Source: an optimization exercise on an open RTL-to-GDS flow (aim: small area, a short achievable clock period and few clock cycles). Production flows keep margins and buffers that such runs may drop.
Where RTL was checked, it was by simulation tests only, not by an equivalence proof against the original.
For runs 2 to 6, only the layout was checked, not whether the RTL still works.
Power is estimated from default activity; no workload was simulated.

**flow/run.sh**
```bash
#!/bin/bash
# synth_recipe.tcl (not shown) runs the flow's synth.tcl, then flattens the netlist and writes it again
# the make line also repeats each setting of config.mk as NAME=value (left out here)
make -C /OpenROAD-flow-scripts/flow DESIGN_CONFIG=/design/flow/config.mk WORK_HOME=/design/flow/orfs CLKGATE_MAP_FILE= SYNTH_SCRIPT=/design/flow/synth_recipe.tcl finish
```
**flow/config.mk**
```make
export PLATFORM = sky130hd
export DESIGN_NAME = cache
export DESIGN_NICKNAME = cache
export VERILOG_FILES = /design/flow/design.v
export SDC_FILE = /design/flow/constraint.sdc
export NUM_CORES = 4
export LEC_CHECK = 0
export CAP_MARGIN = 20
export CORE_MARGIN = 2
export CORE_UTILIZATION = 40
export SLEW_MARGIN = 20
```
**flow/constraint.sdc**
```tcl
create_clock -name core_clock -period 6.0 [get_ports {clk}]
set_input_delay 1.2000 -clock core_clock [delete_from_list [all_inputs] [get_ports {clk}]]
set_output_delay 1.2000 -clock core_clock [all_outputs]
set_load 0.01 [all_outputs]
```
**flow/design.v**
```verilog
module cache(
    clk,
    proc_reset,
    proc_read,
    proc_write,
    proc_addr,
    proc_rdata,
    proc_wdata,
    proc_stall,
    mem_read,
    mem_write,
    mem_addr,
    mem_rdata,
    mem_wdata,
    mem_ready
);
    input          clk;
    input          proc_reset;
    input          proc_read, proc_write;
    input   [29:0] proc_addr;   
    input   [31:0] proc_wdata;
    output         proc_stall;
    output reg [31:0] proc_rdata;
    input  [127:0] mem_rdata;
    input          mem_ready;
    output         mem_read, mem_write;
    output  [27:0] mem_addr;
    output [127:0] mem_wdata;
    reg [127:0] block0 [0:3]; 
    reg [127:0] block1 [0:3]; 
    reg valid0 [0:3];        
    reg valid1 [0:3];       
    reg dirty0 [0:3];        
    reg dirty1 [0:3];         
    reg [25:0] tag0 [0:3];   
    reg [25:0] tag1 [0:3];   
    reg LRU [0:3];             
    wire [25:0] tag_t;       
    wire [1:0] index;        
    wire [1:0] offset;     
    wire hit0, hit1, hit;   
    wire replace_way;          
    reg [2:0] state, nxt_state;
    reg replace_way_reg;     
    localparam IDLE = 3'b000, CHECK = 3'b001, READ = 3'b010, WRITE = 3'b011, UPDATE = 3'b100;
    always @(*) begin
        case(state)
            IDLE:    nxt_state = (proc_read || proc_write) ? CHECK : IDLE;
            CHECK:   nxt_state = hit ? IDLE : 
                                 (replace_way ? (valid1[index] && dirty1[index]) : 
                                                (valid0[index] && dirty0[index])) ? WRITE : READ;
            READ:    nxt_state = (mem_ready) ? (proc_read ? UPDATE : IDLE) : READ;
            WRITE:   nxt_state = (mem_ready) ? READ : WRITE;
            UPDATE:  nxt_state = IDLE;
            default: nxt_state = state;
        endcase
    end
    always @(posedge clk) begin
        if (proc_reset) begin
            state <= IDLE;
        end
        else begin 
            state <= nxt_state;
        end
    end
    assign tag_t = proc_addr[29:4];    
    assign index = proc_addr[3:2];      
    assign offset = proc_addr[1:0];   
    assign hit0 = valid0[index] && (tag0[index] == tag_t); 
    assign hit1 = valid1[index] && (tag1[index] == tag_t); 
    assign hit = hit0 || hit1;                           
    assign proc_stall = (nxt_state != IDLE);
    assign replace_way = ~LRU[index];  
    assign mem_read = (state == READ);
    assign mem_write = (state == WRITE);
    assign mem_addr = (state == WRITE) ? 
                      (replace_way_reg ? {tag1[index], index} : {tag0[index], index}) : 
                      proc_addr[29:2];
    assign mem_wdata = replace_way_reg ? block1[index] : block0[index];
    integer i;
    always @(posedge clk) begin
        if (proc_reset) begin
            for (i = 0; i < 4; i = i+1) begin
                valid0[i] <= 1'b0;
                valid1[i] <= 1'b0;
            end
        end
        else if (state == READ && mem_ready) begin 
            if (replace_way_reg) valid1[index] <= 1'b1;
            else valid0[index] <= 1'b1;
        end 
    end
    always @(posedge clk) begin
        if (proc_reset) begin
            for (i = 0; i < 4; i = i+1) begin
                dirty0[i] <= 1'b0;
                dirty1[i] <= 1'b0;
            end
        end
        else if (proc_write) begin
            if (state == IDLE && hit0) dirty0[index] <= 1'b1;
            else if (state == IDLE && hit1) dirty1[index] <= 1'b1;
            else if (state == READ && mem_ready) begin
                if (replace_way_reg) dirty1[index] <= 1'b1;
                else dirty0[index] <= 1'b1;
            end
        end
        else if (state == WRITE && mem_ready) begin
            if (replace_way_reg) dirty1[index] <= 1'b0;
            else dirty0[index] <= 1'b0;
        end
    end
    always @(posedge clk) begin
        if (proc_reset) begin
            for (i = 0; i < 4; i = i+1) begin
                tag0[i] <= 26'd0;
                tag1[i] <= 26'd0;
            end
        end
        else if (state == READ && mem_ready) begin
            if (replace_way_reg) tag1[index] <= tag_t;
            else tag0[index] <= tag_t;
        end
    end
    always @(posedge clk) begin
        if (proc_reset) begin
            for (i = 0; i < 4; i = i+1) begin
                LRU[i] <= 1'b0;
            end
        end
        else if (state == CHECK && hit) begin
            LRU[index] <= hit1 ? 1'b1 : 1'b0; 
        end
        else if (state == READ && mem_ready) begin
            LRU[index] <= replace_way_reg ? 1'b1 : 1'b0; 
        end
    end
    always @(posedge clk) begin
        if (proc_reset) begin
            for (i = 0; i < 4; i = i+1) begin
                block0[i] <= 128'd0;
            end
        end
        else if (proc_write && state == IDLE && hit0) begin
            case (offset)
                2'b00: block0[index][31:0] <= proc_wdata;
                2'b01: block0[index][63:32] <= proc_wdata;
                2'b10: block0[index][95:64] <= proc_wdata;
                2'b11: block0[index][127:96] <= proc_wdata;
            endcase
         end
        else if (state == READ && mem_ready && !replace_way_reg) begin
            if (proc_write) begin
                case (offset)
                    2'b00: block0[index] <= {mem_rdata[127:32], proc_wdata};
                    2'b01: block0[index] <= {mem_rdata[127:64], proc_wdata, mem_rdata[31:0]};
                    2'b10: block0[index] <= {mem_rdata[127:96], proc_wdata, mem_rdata[63:0]};
                    2'b11: block0[index] <= {proc_wdata, mem_rdata[95:0]};
                endcase
            end
            else begin
                block0[index] <= mem_rdata;
            end
        end
    end
    always @(posedge clk) begin
        if (proc_reset) begin
            for (i = 0; i < 4; i = i+1) begin
                block1[i] <= 128'd0;
            end
        end
        else if (proc_write && state == IDLE && hit1) begin
            case (offset)
                2'b00: block1[index][31:0] <= proc_wdata;
                2'b01: block1[index][63:32] <= proc_wdata;
                2'b10: block1[index][95:64] <= proc_wdata;
                2'b11: block1[index][127:96] <= proc_wdata;
            endcase
        end
        else if (state == READ && mem_ready && replace_way_reg) begin
            if (proc_write) begin
                case (offset)
                    2'b00: block1[index] <= {mem_rdata[127:32], proc_wdata};
                    2'b01: block1[index] <= {mem_rdata[127:64], proc_wdata, mem_rdata[31:0]};
                    2'b10: block1[index] <= {mem_rdata[127:96], proc_wdata, mem_rdata[63:0]};
                    2'b11: block1[index] <= {proc_wdata, mem_rdata[95:0]};
                endcase
            end
            else begin
                block1[index] <= mem_rdata;
            end
        end
    end
    always @(posedge clk) begin
        if (proc_reset) begin
            proc_rdata <= 32'd0;
        end 
        else if (proc_read && state == IDLE && hit) begin
            case (offset)
                2'b00: proc_rdata <= hit0 ? block0[index][31:0] : block1[index][31:0];
                2'b01: proc_rdata <= hit0 ? block0[index][63:32] : block1[index][63:32];
                2'b10: proc_rdata <= hit0 ? block0[index][95:64] : block1[index][95:64];
                2'b11: proc_rdata <= hit0 ? block0[index][127:96] : block1[index][127:96];
            endcase
        end
        else if (state == READ && mem_ready && proc_read) begin
            case (offset)
                2'b00: proc_rdata <= mem_rdata[31:0];
                2'b01: proc_rdata <= mem_rdata[63:32];
                2'b10: proc_rdata <= mem_rdata[95:64];
                2'b11: proc_rdata <= mem_rdata[127:96];
            endcase
        end
    end
    always @(posedge clk) begin
        if (proc_reset) begin
            replace_way_reg <= 1'b0;
        end
        else if (state == CHECK && !hit) begin
            replace_way_reg <= replace_way;
        end
    end
endmodule
```
==> results.toml, run 1 <==
[run_status]
status = "finished clean"

[route]
drt-initial-drc-count = 6688
vias = 44470
first_pass_iters = 6
vias_per_cell = 6.310
routed_wl_mm = 242.7
drtAntennaViolNets = 0
drcViolationCount = 0
wl_per_cell_um = 34.45

[power_and_ir_drop]
p_leak_nw = 27.24
power_density_nw_per_um2 = 296.9
ir_worst_vdd_uv = 321.1

[sta]
finalSetupViolCount = 0
finalCriticalPeriod_ns = 5.460
finalMaxSlewViolations = 0
fin_skew_ns = 0.03291
fin_ws_ns = 0.5401
slew_headroom = 0.2741
worst_slew_pin_slew_ns = 1.086
rsz0062_at_grt = "false"
fin_crit_sh = 0.9100
final_hold_viol_count = 0
fmax_mhz = 183.2

[global_route]
antenna_found_initial = 16
gr-total-overflow = 0
grt_max_degree = 120
grt_usage = 0.3041
grt_pass1_vias = 43050
grt_first_pass_wirelength_mm = 336.3

[worst_setup_path]
path_class = "in -> out"
rrSetupSlack_ns = 2.00
critPathCapture = "mem_wdata[16]"
cpMaxStageDelayCell = "buf_4"
worstPathRequired_ns = 4.80
slowest_delay_ns = 0.72
path_delay_family = "buffers and inverters"
cp_num_cells = 7
r2r-start = "replace_way_reg"
start_kind = "primary input"
arrival_ns = 4.26
crit_fanout = 49
path_cells = "buf_8, buf_4, buf_4, mux4_2, nand2_1, nand2_1, clkdlybuf4s50_1"
endpoint_kind = "primary output"
reg2reg_to = "tag1[1][13]"
crit_buf_inv = 4
rr_worst_depth = 6
critPathLaunch = "proc_addr[3]"

[synth]
syn_area_um2 = 61960
yosys_register_bits = 1288
synthFlopType = "edfxtp_1"
yosysTopAreaCell = "edfxtp_1"
yosys_warnings = 1
synth_area_leaders = "edfxtp_1, mux4_2, nor2_1, nand2_1, mux2i_1"
avgSynthCellArea_um2 = 13.54
ys_types = 68
netlist.area_leader.share = 0.6068
ys_top_cells_by_count = "edfxtp_1, nor2_1, nand2_1"
yosysSeqAreaShare = 0.6184
synth_edf_count = 1252
async_flop_share = 0
syn_nets = 4772
synthCells = 4577
yosysMostFrequentCell = "edfxtp_1"

[finish]
area.sequential_um2 = 38320
biggestRegsByFlops = "block0 x512, block1 x512"
layout-drive-gt1-share = 0.1814
multiInputGateArea_um2 = 21670
fillers = 13400
final_nets = 5076
area.growth.synth_to_final_pct = 19.15
fin_cells = 7047

[placement]
dp.cells = 6778
port_buffers = 385
dp_hpwl_mm = 150.6
gp_congestion = 0.8696
dp_slack_ns = 0.5918

[cts]
cts_buffers = 145
path_clk_slew_ns = 0.06
cts_buffer_depth = 3
htreeDepth = 4
post_cts_buffers = 0
root_buffer = "clkbuf_16"
clock_sinks = 1288
cts_tree = "built"
cts_resized = 0
ctsHoldBuffers = 0
insertion_delay_ns = 0.80

[flow_run]
maxCapViolations = 0

[die]
initial_core_util = 0.4027
die_area_um2 = 158100
core_um2 = 153900
fp.dieW_um = 397.6
die_h_um = 397.6
num_io_pins = 386
num_rows = 144

[hold_path]
hold_path_class = "reg -> reg"
hp-start = "state[1]"
min_path_cells = 2
==> worst min-delay path by stage <==
stage and endpoint:
4_1_cts state[1], 6_report state[1], 5_1_grt proc_rdata[10], 3_3_place_gp state[1], 2_1_floorplan proc_rdata[3], 3_5_place_dp state[1]
==> per-stage QoR <==
stage	power [mW]	setup TNS (ns)	util	cell area (um^2)	hold WS, ns
floorplan	11.71	-11.94	-	61960	0.6202
global placement	13.09	0	0.4490	69080	0.5763
detailed placement	13.11	0	0.4490	69080	0.5906
CTS	21.94	0	0.4796	73800	0.6014
global route	22.40	0	0.4797	73810	0.6679
finish	21.92	0	0.4798	73820	0.6109
==> tightest hold or removal path: cells and delay by family, from the launching register on <==
family	cells	cell delay, ns
and+or+nand+nor	1	0.12
DFF	1	0.37
AOI/OAI and AO/OA	1	0.06
==> cells in the final DEF, fill, tap and decap left out, types with 42 or more instances in the layout <==
cell type	synthesis	final
a211oi_1	71	65
a32oi_1	160	160
and2_1	78	78
and3_1	151	151
buf_4	5	146
clkbuf_16	0	148
clkdlybuf4s50_1	0	379
edfxtp_1	1252	1252
inv_1	203	202
mux2i_1	143	143
mux4_2	400	400
nand2_1	455	448
nor2_1	891	879
o21ai_0	45	42
==> per-layer routing <==
layer	wire length, um	vias up	global-route usage
li1	-	17710	-
met1	89500	22680	0.4041
met2	111000	3437	0.4703
met3	29260	633	0.07319
met4	12870	12	0.1462
met5	77	-	0
==> cells by family after synthesis <==
group,share of synthesized area
buffers and inverters,0.04045
AOI/OAI and AO/OA,0.04974
DFF,0.6184
muxes,0.1689
and+or+nand+nor,0.1161
xor gates and xnor gates,0.006422
==> final cells by class <==
type	instances	share of cell area
Multi-Input combinational cell	2670	0.2935
Inverter	206	0.01054
Tap cell	2044	0.03464
Clock inverter	73	0.01042
Clock buffer	187	0.05351
Sequential cell	1288	0.5191
Antenna cell	9	0.0003051
Timing Repair Buffer	570	0.07801
==> power by group <==
part | total, mW | internal, mW | switching, mW
clock | 8.96 | 5.22 | 3.74
combinational | 2.68 | 1.03 | 1.65
sequential | 10.3 | 10.2 | 0.102
Testbench counts, summed over its fixed seeds: cycles 152,918.
==> inputs of run 2 (changes only) <==
==> flow/design.v (replaced) <==
module cache(
    clk,
    proc_reset,
    proc_read,
    proc_write,
    proc_addr,
    proc_rdata,
    proc_wdata,
    proc_stall,
    mem_read,
    mem_write,
    mem_addr,
    mem_rdata,
    mem_wdata,
    mem_ready
);
    input          clk;
    input          proc_reset;
    input          proc_read, proc_write;
    input   [29:0] proc_addr;   
    input   [31:0] proc_wdata;
    output         proc_stall;
    output  [31:0] proc_rdata;
    input  [127:0] mem_rdata;
    input          mem_ready;
    output         mem_read, mem_write;
    output  [27:0] mem_addr;
    output [127:0] mem_wdata;
    reg [127:0] block0 [0:3];
    reg [127:0] block1 [0:3];
    reg [25:0]  tag0 [0:3];
    reg [25:0]  tag1 [0:3];
    reg [3:0]   valid0, valid1;
    reg [3:0]   dirty0, dirty1;
    reg [3:0]   mru;                
    localparam IDLE = 2'd0, WB = 2'd1, RD = 2'd2;
    reg [1:0] state;
    wire [25:0] tag_t  = proc_addr[29:4];
    wire [1:0]  index  = proc_addr[3:2];
    wire [1:0]  offset = proc_addr[1:0];
    wire        req    = proc_read | proc_write;
    wire [25:0]  tag0_i = tag0[index];
    wire [25:0]  tag1_i = tag1[index];
    wire [127:0] blk0_i = block0[index];
    wire [127:0] blk1_i = block1[index];
    wire hit0 = valid0[index] && (tag0_i == tag_t);
    wire hit1 = valid1[index] && (tag1_i == tag_t);
    wire hit  = hit0 | hit1;
    wire victim   = ~mru[index];                   
    wire vic_dirty = victim ? (valid1[index] & dirty1[index])
                            : (valid0[index] & dirty0[index]);
    wire idle = (state == IDLE);
    wire fill = (state == RD) & mem_ready;
    wire miss = idle & req & ~hit;
    assign mem_write = (state == WB) | (miss & vic_dirty);
    assign mem_read  = (state == RD) | (miss & ~vic_dirty);
    assign proc_stall = idle ? (req & ~hit) : ~fill;
    wire wb_addr = (state == WB) | (idle & vic_dirty);
    assign mem_addr  = wb_addr ? {(victim ? tag1_i : tag0_i), index} : proc_addr[29:2];
    assign mem_wdata = victim ? blk1_i : blk0_i;
    wire [31:0] rd0 = blk0_i[offset*32 +: 32];
    wire [31:0] rd1 = blk1_i[offset*32 +: 32];
    wire [31:0] rdm = mem_rdata[offset*32 +: 32];
    assign proc_rdata = (state == RD) ? rdm : (hit1 ? rd1 : rd0);
    always @(posedge clk) begin
        if (proc_reset) state <= IDLE;
        else case (state)
            IDLE:    if (miss) state <= vic_dirty ? WB : RD;
            WB:      if (mem_ready) state <= RD;
            RD:      if (mem_ready) state <= IDLE;
            default: state <= IDLE;
        endcase
    end
    wire wr_hit = idle & proc_write;
    integer i;
    always @(posedge clk) begin
        if (proc_reset) begin
            valid0 <= 4'd0;
            valid1 <= 4'd0;
            dirty0 <= 4'd0;
            dirty1 <= 4'd0;
            mru    <= 4'd0;
        end else begin
            for (i = 0; i < 4; i = i + 1) begin
                if (index == i) begin
                    if (idle & req & hit) mru[i] <= hit1;
                    else if (fill) mru[i] <= victim;
                    if (fill) begin
                        if (victim) begin
                            valid1[i] <= 1'b1;
                            dirty1[i] <= proc_write;
                        end else begin
                            valid0[i] <= 1'b1;
                            dirty0[i] <= proc_write;
                        end
                    end else if (wr_hit) begin
                        if (hit0) dirty0[i] <= 1'b1;
                        if (hit1) dirty1[i] <= 1'b1;
                    end
                end
            end
        end
    end
    wire [127:0] wdata;
    genvar k;
    generate
        for (k = 0; k < 4; k = k + 1) begin : g_wd
            assign wdata[k*32 +: 32] = ((state == RD) && !(proc_write && offset == k))
                                       ? mem_rdata[k*32 +: 32] : proc_wdata;
        end
    endgenerate
    integer j, w;
    always @(posedge clk) begin
        for (j = 0; j < 4; j = j + 1) begin
            if (index == j) begin
                if (fill & ~victim) tag0[j] <= tag_t;
                if (fill &  victim) tag1[j] <= tag_t;
                for (w = 0; w < 4; w = w + 1) begin
                    if ((fill & ~victim) | (wr_hit & hit0 & (offset == w)))
                        block0[j][w*32 +: 32] <= wdata[w*32 +: 32];
                    if ((fill &  victim) | (wr_hit & hit1 & (offset == w)))
                        block1[j][w*32 +: 32] <= wdata[w*32 +: 32];
                end
            end
        end
    end
endmodule
==> run 2 against run 1 <==
Effect of this change:
- sequential power shrank 4%
- combinational power is 15% lower
- worst setup slack got worse by 0.48 ns
- register-to-register slack about the same
- sequential cell count decreased by 34
- via count decreased by 26%
- maximum frequency fell by 8.1%
- design area shrank 9.3%
- critical path type unchanged
- largest cell class unchanged
==> results.toml, run 2 <==
[synth]
synth_top_family_by_area = "multiplexers"
ys_types = 65
synthXorXnorAreaFrac = 0.007322
async_flop_share = 0
yosysMostFrequentCell = "edfxtp_1"
synthFlopType = "edfxtp_1"
synth_area_leaders = "edfxtp_1, mux4_2, mux2_2, nor2_1, mux2i_1"
yosysSeqAreaShare = 0.6954
synthSimpleGateAreaFrac = 0.04851
yosys_register_bits = 1254
synth_edf_count = 1232
syn_area_um2 = 53830
yosys.area_share.adder = 0
avgSynthCellArea_um2 = 17.99
ys_top_cells_by_count = "edfxtp_1, mux4_2, mux2_2"
synth_compound_area_frac = 0.03796
synthCells = 2992
synthMuxAreaShare = 0.1916
yosys_warnings = 5
yosysTopAreaCell = "edfxtp_1"
netlist.area_leader.share = 0.6873
syn_nets = 3187

[worst_setup_path]
path_class = "in -> out"
arrival_ns = 4.74
endpoint_kind = "primary output"
rr_worst_depth = 10
rrSetupSlack_ns = 1.99
crit_fanout = 22
r2r-start = "tag0[3][5]"
critPathLaunch = "proc_addr[3]"
reg2reg_to = "block0[0][86]"
start_kind = "primary input"
worstPathRequired_ns = 4.80
critPathCapture = "proc_rdata[14]"

[power_and_ir_drop]
power_density_nw_per_um2 = 305.0
fin_total_pwr_mw = 20.42
ir_worst_vdd_uv = 248.8
p_leak_nw = 21.62

[finish]
postLayoutCellArea_um2 = 66950
layout_commonest_cell = "edfxtp_1"
area.growth.synth_to_final_pct = 24.37
layout_common_cells = "edfxtp_1, clkdlybuf4s50_1, mux4_2"
final_nets = 3803
biggestRegsByFlops = "block0 x512, block1 x512"
layout-drive-gt1-share = 0.3007

[sta]
finalSetupViolCount = 0
final_hold_viol_count = 0
fmax_mhz = 168.4
rsz0062_at_grt = "false"
finalMaxSlewViolations = 0
worst_slew_pin_slew_ns = 1.042
fin_crit_sh = 0.9899
slew_headroom = 0.3021
fin_skew_ns = 0.04230
tns_ns = 0
finalCriticalPeriod_ns = 5.940

[global_route]
antenna_found_initial = 27
grt_first_pass_wirelength_mm = 249.9
grt_max_degree = 105
gr-total-overflow = 0
grt_pass1_vias = 31970
grt_usage = 0.2610

[cts]
cts_tree = "built"
path_clk_slew_ns = 0.06
cts_buffers = 136
clock_sinks = 1254
htreeDepth = 4
root_buffer = "clkbuf_16"
insertion_delay_ns = 0.76
cts_buffer_depth = 3

[route]
vias_per_cell = 5.962
met3_length_mm = 19.44
drt-initial-drc-count = 4336
routed_wl_mm = 181.7
top_layer_used = "met5"
drtAntennaViolNets = 0
route.met2.wl_mm = 85.81
vias = 32740
first_pass_iters = 6
wl_per_cell_um = 33.08
wl_met1_mm = 69.62
drcViolationCount = 0

[placement]
port_buffers = 385
dp_hpwl_mm = 123.5
gp_congestion = 0.9229
dpl_cell_area_um2 = 62270

[run_status]
status = "finished clean"

[die]
die_h_um = 370.8
fp.dieW_um = 370.8
core_um2 = 133500
die_area_um2 = 137500
num_rows = 134
num_io_pins = 386
initial_core_util = 0.4034

[flow_run]
maxCapViolations = 0

[hold_path]
hold_path_class = "reg -> reg"
[run 2: worst max-delay path, stage by stage]
cell	delay, ns
buf_12	0.15
mux4_2	0.52
nor2b_1	0.18
a2111o_1	0.33
nor4_2	0.31
buf_4	0.18
nand4_4	0.11
buf_12	0.17
buf_12	0.17
clkbuf_16	0.20
a31oi_1	0.28
nand4_1	0.31
clkdlybuf4s50_1	0.58
[run 2: repair_timing]
item	CTS	global route
hold buffers	0	0
setup endpoints to repair	32	31
gates resized for setup	16	36
gates cloned	0	2
pin swaps	1	0
buffers inserted	1	0
[run 2: final cells by class]
class	count	area (um^2)
clock buffers	174	3588
multi-input cells	1525	15900
clock inverters	71	794.5
fillers	11030	66510
diodes	8	20.02
repair buffers	679	6954
inverters	12	45.04
well taps	1768	2212
flip-flops and latches	1254	37440
[run 2: kinds of logic (layout without fill, tap and decap cells)]
| logic type | Yosys count | count (layout) |
|---|---|---|
| DFF | 1254 | 1254 |
| xor gates and xnor gates | 45 | 45 |
| muxes | 620 | 620 |
| and+or+nand+nor | 547 | 547 |
| other | 0 | 8 |
| AOI/OAI and AO/OA | 313 | 313 |
| buffers and inverters | 213 | 936 |
[run 2: per-layer routing]
metal  global-route usage  vias up
li1                     -    13530
met1               0.3489    16940
met2               0.4156     1929
met3              0.06481      306
met4              0.09320       28
met5                    0        -
[run 2: power breakdown]
part	total [mW]	internal, mW	switching, mW
clock network	8.26	4.71	3.55
registers	9.86	9.84	0.0205
logic	2.29	0.943	1.35
[run 2: stage by stage]
| step | cells | worst slack, ns | util | hold slack [ns] |
|---|---|---|---|---|
| 6_report | 5491 | 0.06049 | 0.5017 | 0.4637 |
| 5_1_grt | 5484 | 0.005210 | 0.5015 | 0.4972 |
| 4_1_cts | 5481 | 0.003178 | 0.5000 | 0.4707 |
| 3_5_place_dp | 5235 | -0.2594 | 0.4666 | 0.4571 |
| 3_3_place_gp | 5235 | -0.2352 | 0.4666 | 0.4448 |
| 2_1_floorplan | 2992 | 0.4412 | - | 0.4316 |
[run 2: worst min path at each step]
stage	slack, ns	end	depth (start not counted)	startpoint
after CTS	0.47	valid1[0]	2	valid1[0]
final	0.46	valid1[0]	2	valid1[0]
after global routing	0.50	valid1[3]	2	valid1[3]
after detailed placement	0.46	valid1[0]	2	valid1[0]
after floorplan	0.43	valid1[1]	2	valid1[1]
after global placement	0.44	valid0[1]	2	valid0[1]
==> inputs of run 3 (changes only) <==
--- a/flow/config.mk
+++ b/flow/config.mk
@@ -8,4 +8,5 @@
 export CAP_MARGIN = 20
 export CORE_MARGIN = 2
 export CORE_UTILIZATION = 40
+export SETUP_SLACK_MARGIN = 1.8
 export SLEW_MARGIN = 20
==> run 3 against run 2 <==
Effect of this change:
- still clean
- via count up 5.6%
- maximum frequency up 2.6%
- critical path depth up 4
- critical endpoint is now proc_rdata[20]
- largest power group unchanged
- combinational power up 11%
- largest cell class unchanged
- hold slack better by 0.0065 ns
- highest routed layer unchanged
- cell count up 3.2%
==> results.toml, run 3 <==
[synth]
syn_nets = 3187
synthMuxAreaShare = 0.1916
yosysMostFrequentCell = "edfxtp_1"
async_flop_share = 0
avgSynthCellArea_um2 = 17.99
synthXorXnorAreaFrac = 0.007322
syn_area_um2 = 53830
yosys.area_share.adder = 0
synth_edf_count = 1232
netlist.area_leader.share = 0.6873
ys_top_cells_by_count = "edfxtp_1, mux4_2, mux2_2"
synthFlopType = "edfxtp_1"
yosysTopAreaCell = "edfxtp_1"
ys_types = 65
yosysSeqAreaShare = 0.6954
synthSimpleGateAreaFrac = 0.04851
synth_area_leaders = "edfxtp_1, mux4_2, mux2_2, nor2_1, mux2i_1"
synthCells = 2992
synth_top_family_by_area = "multiplexers"
yosys_warnings = 5
yosys_register_bits = 1254
synth_compound_area_frac = 0.03796

[worst_setup_path]
endpoint_kind = "primary output"
rr_worst_depth = 16
crit_fanout = 14
rrSetupSlack_ns = 1.92
worstPathRequired_ns = 4.80
start_kind = "primary input"
arrival_ns = 4.59
r2r-start = "tag1[3][13]"
reg2reg_to = "block1[1][99]"
path_class = "in -> out"

[route]
met3_length_mm = 21.22
wl_per_cell_um = 35.28
drcViolationCount = 0
routed_wl_mm = 200.0
drtAntennaViolNets = 0
first_pass_iters = 8
drt-initial-drc-count = 4722
vias = 34560
vias_per_cell = 6.097
top_layer_used = "met5"
route.met2.wl_mm = 93.89
wl_met1_mm = 73.18

[global_route]
grt_max_degree = 76
grt_usage = 0.2787
grt_first_pass_wirelength_mm = 264.1
antenna_found_initial = 43
gr-total-overflow = 0
grt_pass1_vias = 33200

[sta]
slew_headroom = 0.3524
fin_skew_ns = 0.04781
hold_slack_ns = 0.4702
fin_ws_ns = 0.2091
fmax_mhz = 172.7
worst_slew_pin_slew_ns = 0.9683
final_hold_viol_count = 0
fin_crit_sh = 0.9652
finalSetupViolCount = 0
rsz0062_at_grt = "true"
finalCriticalPeriod_ns = 5.791
finalMaxSlewViolations = 0

[finish]
final_core_util = 0.5351
area.sequential_um2 = 37440
layout-drive-gt1-share = 0.4190
fillers = 10670
layout_commonest_cell = "edfxtp_1"
multiInputGateArea_um2 = 17480
area.growth.synth_to_final_pct = 32.67
layout_common_cells = "edfxtp_1, mux4_2, buf_4"
biggestRegsByFlops = "block0 x512, block1 x512"
final_nets = 3972

[power_and_ir_drop]
seq_power_share = 0.481
pwr-share-clk = 0.396
power_frac_comb = 0.124
swShare = 0.2475
p_leak_nw = 23.93
power_density_nw_per_um2 = 287.4
fin_total_pwr_mw = 20.52
p_int_mw = 15.44
switchingPower_mw = 5.080
ir_worst_vdd_uv = 253.8

[cts]
insertion_delay_ns = 0.78
root_buffer = "clkbuf_16"
path_clk_slew_ns = 0.06
cts_buffer_depth = 3
htreeDepth = 4
clock_sinks = 1254
cts_buffers = 136
cts_tree = "built"

[placement]
dp_hpwl_mm = 123.2
dp_slack_ns = -0.3324
port_buffers = 385
gp_congestion = 0.9000

[die]
initial_core_util = 0.4034
fp.dieW_um = 370.8
core_um2 = 133500
num_rows = 134
num_io_pins = 386
die_area_um2 = 137500
die_h_um = 370.8

[hold_path]
min_path_cells = 2
hp-start = "valid0[1]"
min_to = "valid0[1]"
hold_path_class = "reg -> reg"

[run_status]
status = "finished clean"

[flow_run]
maxCapViolations = 0
==> run 3: cell count changes in the layout (fill, tap and decap cells not counted), moves of 30 or more <==
cell / change
clkdlybuf4s50_1: -167
buf_6: +119
mux2_2: -104
mux2_4: +104
clkbuf_2: +60
a21oi_1: -36
buf_16: +36
nor2_1: -35
a31oi_1: -30
buf_12: +30
==> run 3: power by group through the flow <==
stage | sequential (mW) | clock [mW] | combinational (mW)
floorplan | 10.0 | 0 | 1.15
global placement | 10.0 | 0 | 2.28
detailed placement | 10.0 | 0 | 2.28
CTS | 9.86 | 8.21 | 2.40
global route | 9.86 | 8.54 | 2.62
finish | 9.86 | 8.12 | 2.54
==> run 3: repair_timing <==
action                     in CTS  in global routing
gates resized for setup       341                657
gates cloned                   28                 30
setup endpoints to repair     863                874
pin swaps                      19                 47
setup buffers                  39                 99
hold buffers                    0                  0
==> run 3: cell type report <==
| type | instances | area share |
|---|---|---|
| antenna | 12 | 0.0004205 |
| multi-input combinational | 1525 | 0.2447 |
| clock inverter | 77 | 0.009968 |
| inverter | 12 | 0.0006307 |
| timing repair buffer | 848 | 0.1388 |
| sequential | 1254 | 0.5242 |
| clock buffer | 172 | 0.05028 |
| tap | 1768 | 0.03097 |
==> run 3: worst max path at each step <==
stage / startpoint / endpoint / slack, ns / depth (start not counted)
after global placement: proc_addr[3] / proc_rdata[12] / -0.32 / 16
final: proc_addr[3] / proc_rdata[20] / 0.21 / 17
after floorplan: proc_addr[3] / proc_rdata[20] / 0.97 / 12
after CTS: proc_addr[3] / proc_rdata[12] / 0.25 / 15
after global routing: proc_addr[3] / proc_rdata[23] / 0.13 / 17
after detailed placement: proc_addr[3] / proc_rdata[12] / -0.33 / 15
==> run 3: kinds of logic after synthesis <==
| group | Yosys count |
|---|---|
| multiplexers | 620 |
| buffers and inverters | 213 |
| flip-flops | 1254 |
| XOR/XNOR | 45 |
| AO/OA/AOI/OAI | 313 |
| AND/OR/NAND/NOR | 547 |
==> run 3: per-stage QoR <==
stage          TNS [ns]  cells  area (um^2)
2_1_floorplan         0   2992        55490
3_3_place_gp     -1.628   5211        62840
3_5_place_dp     -1.928   5211        62840
4_1_cts               0   5527        68900
5_1_grt               0   5659        71400
6_report              0   5668        71420
==> run 3: critical path, stage by stage <==
cell	delay, ns
buf_16	0.11
buf_6	0.27
mux2i_1	0.16
o2bb2ai_1	0.18
a2111o_1	0.50
nor4_4	0.33
buf_4	0.19
nand4_4	0.10
buf_12	0.17
buf_12	0.13
buf_12	0.13
buf_12	0.14
buf_8	0.13
nand3_2	0.05
o21ai_1	0.06
or4b_4	0.57
buf_6	0.15
==> run 3: metal layers <==
layer,global-route usage,vias to the layer above
met2,0.4494,2138
li1,-,13890
met3,0.06699,468
met4,0.1252,54
met5,0,-
met1,0.3583,18010
==> inputs of run 4 (changes only) <==
--- a/flow/design.v
+++ b/flow/design.v
@@ -43,8 +43,16 @@
     wire [25:0]  tag1_i = tag1[index];
     wire [127:0] blk0_i = block0[index];
     wire [127:0] blk1_i = block1[index];
-    wire hit0 = valid0[index] && (tag0_i == tag_t);
-    wire hit1 = valid1[index] && (tag1_i == tag_t);
+    wire [3:0] eq0, eq1;
+    genvar s;
+    generate
+        for (s = 0; s < 4; s = s + 1) begin : g_cmp
+            assign eq0[s] = valid0[s] && (tag0[s] == tag_t);
+            assign eq1[s] = valid1[s] && (tag1[s] == tag_t);
+        end
+    endgenerate
+    wire hit0 = eq0[index];
+    wire hit1 = eq1[index];
     wire hit  = hit0 | hit1;
     wire victim   = ~mru[index];                   
     wire vic_dirty = victim ? (valid1[index] & dirty1[index])
==> run 4 against run 3 <==
Effect of this change:
- register-to-register slack improved by 0.31 ns
- highest routed layer unchanged
- total power up 3.2%
- critical endpoint is now proc_rdata[26]
- clock-buffer cell count down 11
- still clean
- sequential share of layout area fell by 0.14 points
- global-route usage up 0.40 points
==> results.toml, run 4 <==
[die]
die_h_um = 374.1
num_rows = 135
core_um2 = 135600
fp.dieW_um = 374.1
initial_core_util = 0.4040
die_area_um2 = 140000
num_io_pins = 386

[flow_run]
maxCapViolations = 0

[synth]
ys_top_cells_by_count = "edfxtp_1, mux4_2, mux2_2"
synthFlopType = "edfxtp_1"
yosysSeqAreaShare = 0.6832
synth_area_leaders = "edfxtp_1, mux4_2, mux2_2, xor2_1, o221ai_1"
yosys_register_bits = 1254
netlist.area_leader.share = 0.6751
synth_compound_area_frac = 0.05818
synthCells = 2902
syn_nets = 3097
yosysTopAreaCell = "edfxtp_1"
ys_types = 48
yosys.area_share.adder = 0
yosysMostFrequentCell = "edfxtp_1"
synthSimpleGateAreaFrac = 0.02151
async_flop_share = 0
synth_top_family_by_area = "multiplexers"
yosys_warnings = 5
synthMuxAreaShare = 0.1847
synthXorXnorAreaFrac = 0.03324
avgSynthCellArea_um2 = 18.88
syn_area_um2 = 54800
synth_edf_count = 1232

[sta]
slew_headroom = 0.2558
worst_slew_pin_slew_ns = 1.114
tns_ns = 0
hold_slack_ns = 0.5228
fmax_mhz = 189.5
finalMaxSlewViolations = 0
fin_skew_ns = 0.04822
finalSetupViolCount = 0
rsz0062_at_grt = "true"
fin_crit_sh = 0.8795
final_hold_viol_count = 0
finalCriticalPeriod_ns = 5.277

[power_and_ir_drop]
fin_total_pwr_mw = 21.19
ir_worst_vdd_uv = 228.1
p_leak_nw = 23.51
power_density_nw_per_um2 = 295.9

[hold_path]
hold_path_class = "reg -> reg"
min_path_cells = 2
hp-start = "dirty1[2]"
min_to = "dirty1[2]"

[finish]
biggestRegsByFlops = "block0 x512, block1 x512"
postLayoutCellArea_um2 = 71610
final_nets = 3790
final_core_util = 0.5280
layout-drive-gt1-share = 0.4460
layout_common_cells = "edfxtp_1, mux4_2, mux2_2"
area.growth.synth_to_final_pct = 30.69
layout_commonest_cell = "edfxtp_1"

[route]
vias_per_cell = 6.375
first_pass_iters = 7
drcViolationCount = 0
wl_per_cell_um = 38.56
drtAntennaViolNets = 0
routed_wl_mm = 212.1
vias = 35060
drt-initial-drc-count = 5798

[cts]
insertion_delay_ns = 0.78
cts_buffers = 135
root_buffer = "clkbuf_16"
ctsHoldBuffers = 0
cts_tree = "built"
path_clk_slew_ns = 0.06
clock_sinks = 1254
htreeDepth = 4
cts_buffer_depth = 3

[global_route]
grt_usage = 0.2827
antenna_found_initial = 21
grt_max_degree = 127
grt_first_pass_wirelength_mm = 274.3
grt_pass1_vias = 33400
gr-total-overflow = 0

[run_status]
status = "finished clean"

[placement]
dp_hpwl_mm = 133.2
gp_congestion = 0.9019
dpl_cell_area_um2 = 63180
port_buffers = 385

[worst_setup_path]
reg2reg_to = "block1[1][86]"
rr_worst_depth = 12
worstPathRequired_ns = 4.80
start_kind = "primary input"
r2r-start = "tag1[3][8]"
crit_fanout = 22
path_class = "in -> out"
arrival_ns = 4.08
rrSetupSlack_ns = 2.23
endpoint_kind = "primary output"
## run 4: cell count changes after synthesis, moves of 29 or more
cell,change
a31oi_1,-89
a21oi_1,-29
nand2_1,-90
o221a_2,+68
o221ai_1,+111
xor2_1,+180
nor4_1,+48
mux2i_1,-34
nor2_1,-129
nand3_1,-31
nand4_1,-32
a22oi_1,-35
and3_1,-32
nor3_1,-51
## run 4: timing repair
item                                    in CTS  in global routing
buffers inserted                            59                 57
resized for setup                          533                555
endpoints found under the hold margin        0                  0
pin swaps                                  104                 69
endpoints found under the setup margin    1140                341
cloned                                      11                 38
## run 4: per-layer routing
layer  GRT usage  share of wire  up-vias
li1            -              -    13640
met1      0.3885           0.39    18680
met2      0.4328           0.46     2406
met3     0.07695           0.12      329
met4      0.1010          0.036        4
met5           0        0.00013        -
## run 4: how the worst max path moves through the flow
stage / from / end / slack (ns)
4_1_cts: proc_addr[11] / proc_rdata[17] / 0.79
3_5_place_dp: proc_addr[7] / proc_rdata[21] / -0.43
2_1_floorplan: proc_addr[2] / block0[0][32] / 1.34
3_3_place_gp: proc_addr[7] / proc_rdata[21] / -0.34
6_report: proc_addr[11] / proc_rdata[26] / 0.72
5_1_grt: proc_addr[17] / proc_rdata[20] / 0.66
## run 4: kinds of logic (layout without fill, tap and decap cells)
| group | Yosys count | after routing |
|---|---|---|
| buffers and inverters | 241 | 1041 |
| AOI/OAI and AO/OA | 377 | 377 |
| xor gates and xnor gates | 208 | 208 |
| other | 0 | 17 |
| and+or+nand+nor | 229 | 229 |
| muxes | 593 | 593 |
| DFF | 1254 | 1254 |
## run 4: critical path: stages
cell and delay (ns):
buf_6 0.10, buf_6 0.15, xor2_1 0.17, nor4_2 0.37, nand4_1 0.19, o22ai_2 0.26
a22oi_2 0.11, buf_12 0.17, buf_16 0.17, buf_12 0.17, buf_12 0.17, o221a_2 0.25
a22oi_2 0.25, o2111ai_2 0.14, buf_2 0.17
## run 4: layout make-up
| type | count | area [um^2] |
|---|---|---|
| multi-input cells | 1407 | 19120 |
| fillers | 10550 | 64020 |
| clock inverters | 83 | 854.6 |
| inverters | 31 | 116.4 |
| flip-flops and latches | 1254 | 37440 |
| diodes | 17 | 42.54 |
| well taps | 1781 | 2228 |
| repair buffers | 766 | 8320 |
| clock buffers | 161 | 3497 |
## run 4: where the power goes
| part | total, mW | internal (mW) | switching, mW |
|---|---|---|---|
| Combinational | 2.97 | 1.19 | 1.77 |
| Clock | 8.30 | 4.72 | 3.58 |
| Sequential | 9.92 | 9.89 | 0.0336 |
## run 4: metrics by stage
| step | setup WS, ns | instances |
|---|---|---|
| after floorplan | 1.339 | 2902 |
| after global placement | -0.3387 | 5074 |
| after detailed placement | -0.4311 | 5074 |
| after CTS | 0.7866 | 5388 |
| after global routing | 0.6589 | 5490 |
| final | 0.7228 | 5500 |
==> inputs of run 5 (changes only) <==
--- a/flow/design.v
+++ b/flow/design.v
@@ -69,7 +69,7 @@
     wire [31:0] rd0 = blk0_i[offset*32 +: 32];
     wire [31:0] rd1 = blk1_i[offset*32 +: 32];
     wire [31:0] rdm = mem_rdata[offset*32 +: 32];
-    assign proc_rdata = (state == RD) ? rdm : (hit1 ? rd1 : rd0);
+    assign proc_rdata = (state == RD) ? rdm : (hit0 ? rd0 : rd1);
     always @(posedge clk) begin
         if (proc_reset) state <= IDLE;
         else case (state)
@@ -102,8 +102,8 @@
                             dirty0[i] <= proc_write;
                         end
                     end else if (wr_hit) begin
-                        if (hit0) dirty0[i] <= 1'b1;
-                        if (hit1) dirty1[i] <= 1'b1;
+                        if (eq0[i]) dirty0[i] <= 1'b1;
+                        if (eq1[i]) dirty1[i] <= 1'b1;
                     end
                 end
             end
@@ -124,9 +124,9 @@
                 if (fill & ~victim) tag0[j] <= tag_t;
                 if (fill &  victim) tag1[j] <= tag_t;
                 for (w = 0; w < 4; w = w + 1) begin
-                    if ((fill & ~victim) | (wr_hit & hit0 & (offset == w)))
+                    if ((fill & ~victim) | (wr_hit & eq0[j] & (offset == w)))
                         block0[j][w*32 +: 32] <= wdata[w*32 +: 32];
-                    if ((fill &  victim) | (wr_hit & hit1 & (offset == w)))
+                    if ((fill &  victim) | (wr_hit & eq1[j] & (offset == w)))
                         block1[j][w*32 +: 32] <= wdata[w*32 +: 32];
                 end
             end
==> run 5 against run 4 <==
Effect of this change:
- total power fell by 1.1%
- sequential cell count did not move
- critical path type unchanged
- highest routed layer unchanged
- largest power group unchanged
- core utilization rose by 2.1 points
- design area rose by 5.7%
==> results.toml, run 5 <==
[run_status]
status = "finished clean"

[global_route]
grt_first_pass_wirelength_mm = 284.6
gr-total-overflow = 0
grt_usage = 0.2911
grt_max_degree = 108
grt_pass1_vias = 34640
antenna_found_initial = 51

[power_and_ir_drop]
p_leak_nw = 25.81
power_density_nw_per_um2 = 276.7
ir_worst_vdd_uv = 260.7

[sta]
worst_slew_pin_slew_ns = 0.9832
fin_ws_ns = 0.4709
slew_headroom = 0.3436
fmax_mhz = 180.9
finalCriticalPeriod_ns = 5.529
fin_crit_sh = 0.9215
finalMaxSlewViolations = 0
finalSetupViolCount = 0
rsz0062_at_grt = "true"
tns_ns = 0
fin_skew_ns = 0.04561
final_hold_viol_count = 0

[synth]
yosysTopAreaCell = "edfxtp_1"
yosys_register_bits = 1254
ys_types = 55
syn_nets = 3209
synthFlopType = "edfxtp_1"
yosysMostFrequentCell = "edfxtp_1"
netlist.area_leader.share = 0.6642
synth_area_leaders = "edfxtp_1, mux4_2, mux2_2, xnor2_1, o221ai_1"
synth_edf_count = 1232
async_flop_share = 0
yosysSeqAreaShare = 0.6721
synthCells = 3014
avgSynthCellArea_um2 = 18.48
syn_area_um2 = 55700
yosys_warnings = 5
ys_top_cells_by_count = "edfxtp_1, mux4_2, mux2_2"

[worst_setup_path]
worstPathRequired_ns = 4.80
path_class = "in -> out"
arrival_ns = 4.33
r2r-start = "tag0[1][18]"
start_kind = "primary input"
critPathLaunch = "proc_addr[4]"
crit_fanout = 7
endpoint_kind = "primary output"

[die]
num_rows = 136
core_um2 = 137800
fp.dieW_um = 377.2
num_io_pins = 386
die_area_um2 = 142300
die_h_um = 377.2
initial_core_util = 0.4041

[cts]
htreeDepth = 4
cts_tree = "built"
clock_sinks = 1254
root_buffer = "clkbuf_16"
ctsHoldBuffers = 0
cts_buffer_depth = 3
path_clk_slew_ns = 0.06
cts_buffers = 138
insertion_delay_ns = 0.79

[hold_path]
hold_path_class = "reg -> reg"
hp-start = "mru[2]"

[finish]
layout-drive-gt1-share = 0.4646
postLayoutCellArea_um2 = 75730
final_nets = 4220
biggestRegsByFlops = "block0 x512, block1 x512"
final_core_util = 0.5494
layout_commonest_cell = "edfxtp_1"
layout_common_cells = "edfxtp_1, buf_4, mux4_2"
area.growth.synth_to_final_pct = 35.95
fin_cells = 5940

[route]
routed_wl_mm = 221.5
drt-initial-drc-count = 5550
wl_per_cell_um = 37.28
vias = 37610
drtAntennaViolNets = 0
vias_per_cell = 6.331
first_pass_iters = 7
drcViolationCount = 0

[placement]
dp.cells = 5390
gp_congestion = 0.9938
dp_hpwl_mm = 141.3
port_buffers = 385
dpl_cell_area_um2 = 65460
dp_slack_ns = -0.2825

[flow_run]
maxCapViolations = 0
## run 5: power breakdown
| group | switching (mW) | internal [mW] | total [mW] | leakage (nW) |
|---|---|---|---|---|
| clock network | 3.54 | 4.54 | 8.08 | 2.06 |
| logic | 1.69 | 1.30 | 2.99 | 12.5 |
| registers | 0.0321 | 9.85 | 9.88 | 11.3 |
## run 5: metal layers
layer,vias up,part of all wire,routed length [um],global-route usage
li1,14810,-,-,-
met1,19600,0.39,85480,0.4154
met2,2743,0.44,97530,0.4227
met3,423,0.13,29460,0.08884
met4,32,0.040,8800,0.1004
met5,-,0.00090,199,0
## run 5: critical path, stage by stage
cell	delay, ns
buf_6	0.09
buf_8	0.13
xnor2_4	0.14
buf_6	0.13
nand4_1	0.16
nor4_4	0.38
a32oi_2	0.20
o22a_4	0.35
buf_12	0.19
buf_12	0.16
buf_6	0.15
o221a_4	0.25
a22oi_2	0.15
buf_4	0.14
o211ai_1	0.24
buf_2	0.24
## run 5: logic make-up after synthesis
kind of cell / after synthesis / synth area share
AND/OR/NAND/NOR: 367 / 0.03947
multiplexers: 594 / 0.1823
AO/OA/AOI/OAI: 370 / 0.05335
XOR/XNOR: 210 / 0.03315
flip-flops: 1254 / 0.6721
buffers and inverters: 219 / 0.01961
## run 5: cell type report
type                    count  area (um^2)
clock buffers             174         3641
multi-input cells        1541        20110
clock inverters            71        590.6
well taps                1794         2245
diodes                     16        40.04
flip-flops and latches   1254        37440
repair buffers           1081        11630
inverters                   9        33.78
fillers                 10730        62110
## run 5: worst paths after layout
| path | endpoint | slack (ns) | depth (start not counted) |
|---|---|---|---|
| max | proc_rdata[26] | 0.47 | 16 |
| min | mru[2] | 0.46 | 1 |
| max reg2reg | block0[1][84] | 0.83 | 31 |
| min reg2reg | mru[2] | 0.46 | 1 |
## run 5: what timing repair did
action	CTS	global route
gates resized for setup	613	540
setup endpoints to repair	189	318
pin swaps	141	59
setup buffers	117	115
gates cloned	14	43
## run 5: through the flow
stage	hold WS [ns]	power [mW]
after floorplan	0.4366	11.27
after CTS	0.4672	20.73
after detailed placement	0.4537	12.66
final	0.4637	20.95
after global placement	0.4485	12.65
after global routing	0.4812	21.43
==> inputs of run 6 (changes only) <==
--- a/flow/config.mk
+++ b/flow/config.mk
@@ -7,6 +7,8 @@
 export LEC_CHECK = 0
 export CAP_MARGIN = 20
 export CORE_MARGIN = 2
-export CORE_UTILIZATION = 40
+export CORE_UTILIZATION = 60
+export CTS_BUF_LIST = sky130_fd_sc_hd__clkbuf_8
+export CTS_CLUSTER_SIZE = 30
 export SETUP_SLACK_MARGIN = 1.8
 export SLEW_MARGIN = 20
==> run 6 against run 5 <==
Effect of this change:
- critical path depth is 2 lower
- critical path type unchanged
- combinational power rose by 4%
- worst setup slack lost 0.074 ns
- highest routed layer unchanged
- maximum frequency is 1.3% lower
- synthesized cell count did not move
- still clean
==> results.toml, run 6 <==
[synth]
synthCells = 3014
yosysMostFrequentCell = "edfxtp_1"
ys_types = 55
ys_top_cells_by_count = "edfxtp_1, mux4_2, mux2_2"
synthFlopType = "edfxtp_1"
yosys_warnings = 5
yosys_register_bits = 1254
synth_area_leaders = "edfxtp_1, mux4_2, mux2_2, xnor2_1, o221ai_1"
yosysTopAreaCell = "edfxtp_1"
avgSynthCellArea_um2 = 18.48
syn_area_um2 = 55700
async_flop_share = 0
synth_edf_count = 1232
syn_nets = 3209
netlist.area_leader.share = 0.6642
yosysSeqAreaShare = 0.6721

[power_and_ir_drop]
ir_worst_vdd_uv = 255.4
fin_total_pwr_mw = 20.16
power_density_nw_per_um2 = 267.0
p_leak_nw = 26.44

[route]
vias = 39890
vias_per_cell = 7.206
drcViolationCount = 0
wl_per_cell_um = 40.43
drt-initial-drc-count = 7133
routed_wl_mm = 223.8
drtAntennaViolNets = 0
first_pass_iters = 8

[cts]
root_buffer = "clkbuf_8"
cts_buffers = 196
ctsHoldBuffers = 0
cts_buffer_depth = 3
htreeDepth = 4
clock_sinks = 1254
cts_tree = "built"
path_clk_slew_ns = 0.06
insertion_delay_ns = 0.96

[global_route]
grt_usage = 0.4239
grt_pass1_vias = 35760
gr-total-overflow = 0
grt_max_degree = 99
antenna_found_initial = 27
grt_first_pass_wirelength_mm = 275.2

[sta]
slew_headroom = 0.2365
finalSetupViolCount = 0
fmax_mhz = 178.5
fin_skew_ns = 0.08163
worst_slew_pin_slew_ns = 1.143
rsz0062_at_grt = "true"
finalCriticalPeriod_ns = 5.603
final_hold_viol_count = 0
finalMaxSlewViolations = 0
fin_crit_sh = 0.9339

[worst_setup_path]
endpoint_kind = "primary output"
arrival_ns = 4.40
path_class = "in -> out"
crit_fanout = 5
start_kind = "primary input"
worstPathRequired_ns = 4.80

[die]
initial_core_util = 0.6068
die_area_um2 = 95290
num_io_pins = 386
fp.dieW_um = 308.7
num_rows = 111
core_um2 = 91800
die_h_um = 308.7

[hold_path]
hold_path_class = "reg -> reg"

[run_status]
status = "finished clean"

[placement]
dpl_cell_area_um2 = 64660
dp_hpwl_mm = 137.1
gp_congestion = 1.018
port_buffers = 385

[finish]
layout-drive-gt1-share = 0.4705
postLayoutCellArea_um2 = 75520
area.growth.synth_to_final_pct = 35.57
layout_commonest_cell = "edfxtp_1"
layout_common_cells = "edfxtp_1, buf_4, mux4_2"
biggestRegsByFlops = "block0 x512, block1 x512"
final_nets = 4311

[flow_run]
maxCapViolations = 0
==> run 6: metrics by stage <==
stage | setup TNS, ns | hold WS, ns | utilization | cells | setup slack [ns]
after floorplan | 0 | 0.4366 | - | 3014 | 1.014
after detailed placement | -16.60 | 0.4596 | 0.7043 | 4818 | -0.6874
after global routing | 0 | 0.5369 | 0.8223 | 5523 | 0.4246
after CTS | 0 | 0.4737 | 0.7736 | 5243 | 0.5069
final | 0 | 0.5056 | 0.8226 | 5536 | 0.3966
after global placement | -17.54 | 0.4452 | 0.7040 | 4817 | -0.7848
==> run 6: cell families (layout without fill, tap and decap cells) <==
kind of cell	Yosys count	count (layout)	share of synthesized area
DFF	1254	1254	0.6721
muxes	594	595	0.1823
AOI/OAI and AO/OA	370	370	0.05335
and+or+nand+nor	367	368	0.03947
buffers and inverters	219	1469	0.01961
xor gates and xnor gates	210	210	0.03315
other	0	27	0
==> run 6: final cells by class <==
class / instances / area (um^2)
sequential: 1254 / 37440
timing repair buffer: 1112 / 11930
fill: 4320 / 16280
clock buffer: 197 / 2711
multi-input combinational: 1543 / 20730
clock inverter: 151 / 1056
inverter: 9 / 33.78
antenna: 27 / 67.56
tap: 1243 / 1555
==> run 6: final timing paths <==
kind | cells after the start | slack, ns | startpoint | end
setup / recovery | 14 | 0.40 | proc_addr[13] | proc_rdata[4]
hold / removal | 1 | 0.51 | mru[1] | mru[1]
setup reg to reg | 25 | 1.30 | tag0[1][3] | block0[1][35]
hold reg to reg | 1 | 0.51 | mru[1] | mru[1]
==> run 6: worst max-delay path, cell delays in order <==
cell and delay, ns:
buf_2 0.20, buf_4 0.21, xnor2_4 0.14, nand4_1 0.20, nor4_4 0.40, a32oi_2 0.14
o22a_4 0.31, buf_12 0.17, buf_16 0.13, or2_1 0.23, a311oi_2 0.40, buf_4 0.19
o211ai_1 0.22, buf_2 0.23
==> run 6: per-layer routing <==
layer | vias to the layer above | part of all wire | global-route usage | wire length, um
met1 | 20070 | 0.33 | 0.5717 | 73350
met2 | 4106 | 0.44 | 0.6040 | 97520
met4 | 18 | 0.066 | 0.2234 | 14790
met3 | 692 | 0.17 | 0.1618 | 38040
li1 | 15010 | - | - | -
met5 | - | 0.00055 | 0 | 123
==> run 6: repair_timing <==
action                     4_1_cts  5_1_grt
gates resized for setup        436      618
pin swaps                       80      105
setup buffers                   65      215
cloned                          12       51
setup endpoints to repair      349      318
==> run 6: where the power goes <==
part           internal (mW)  switching, mW  leakage [nW]
registers               9.85         0.0392          11.3
clock network           3.58           3.60          2.11
logic                   1.33           1.77          13.0

==> afterwards: timing with drivers on the ports <==
The results above use ideal ports. As a check the final layouts listed here were re-extracted and re-timed, cells and wires unchanged.
Step 1, drivers: a clkbuf_16 drives clk and a buf_2 each remaining input, both assumed.
Step 2 also shifts input and output timing later by t, the mid clock arrival at the registers, as if the neighbouring blocks saw the same clock.
a / b / c = ideal / step 1 / step 2; a / b = the first two.
| run | t, ns | setup WS [ns] | worst setup path after step 2 | clock arrival spread, ns |
|---|---|---|---|---|
| run 1 | 0.864 | 0.540 / 0.488 / 0.488 | input to output | 0.033 / 0.032 |
| run 2 | 0.835 | 0.060 / -0.004 / -0.004 | input to output | 0.060 / 0.060 |
| run 3 | 0.846 | 0.209 / -0.057 / -0.057 | input to output | 0.057 / 0.056 |
| run 4 | 0.843 | 0.723 / 0.690 / 0.690 | input to output | 0.049 / 0.049 |
| run 5 | 0.845 | 0.471 / 0.435 / -0.289 | input to register | 0.047 / 0.047 |
| run 6 | 0.992 | 0.397 / 0.359 / 0.289 | input to register | 0.082 / 0.081 |
Met with ideal ports but missed after step 2: setup timing in run 2, run 3 and run 5. For run 5, which loses most, drivers alone change the setup slack by -0.036 ns; drivers and shift together by -0.760 ns.
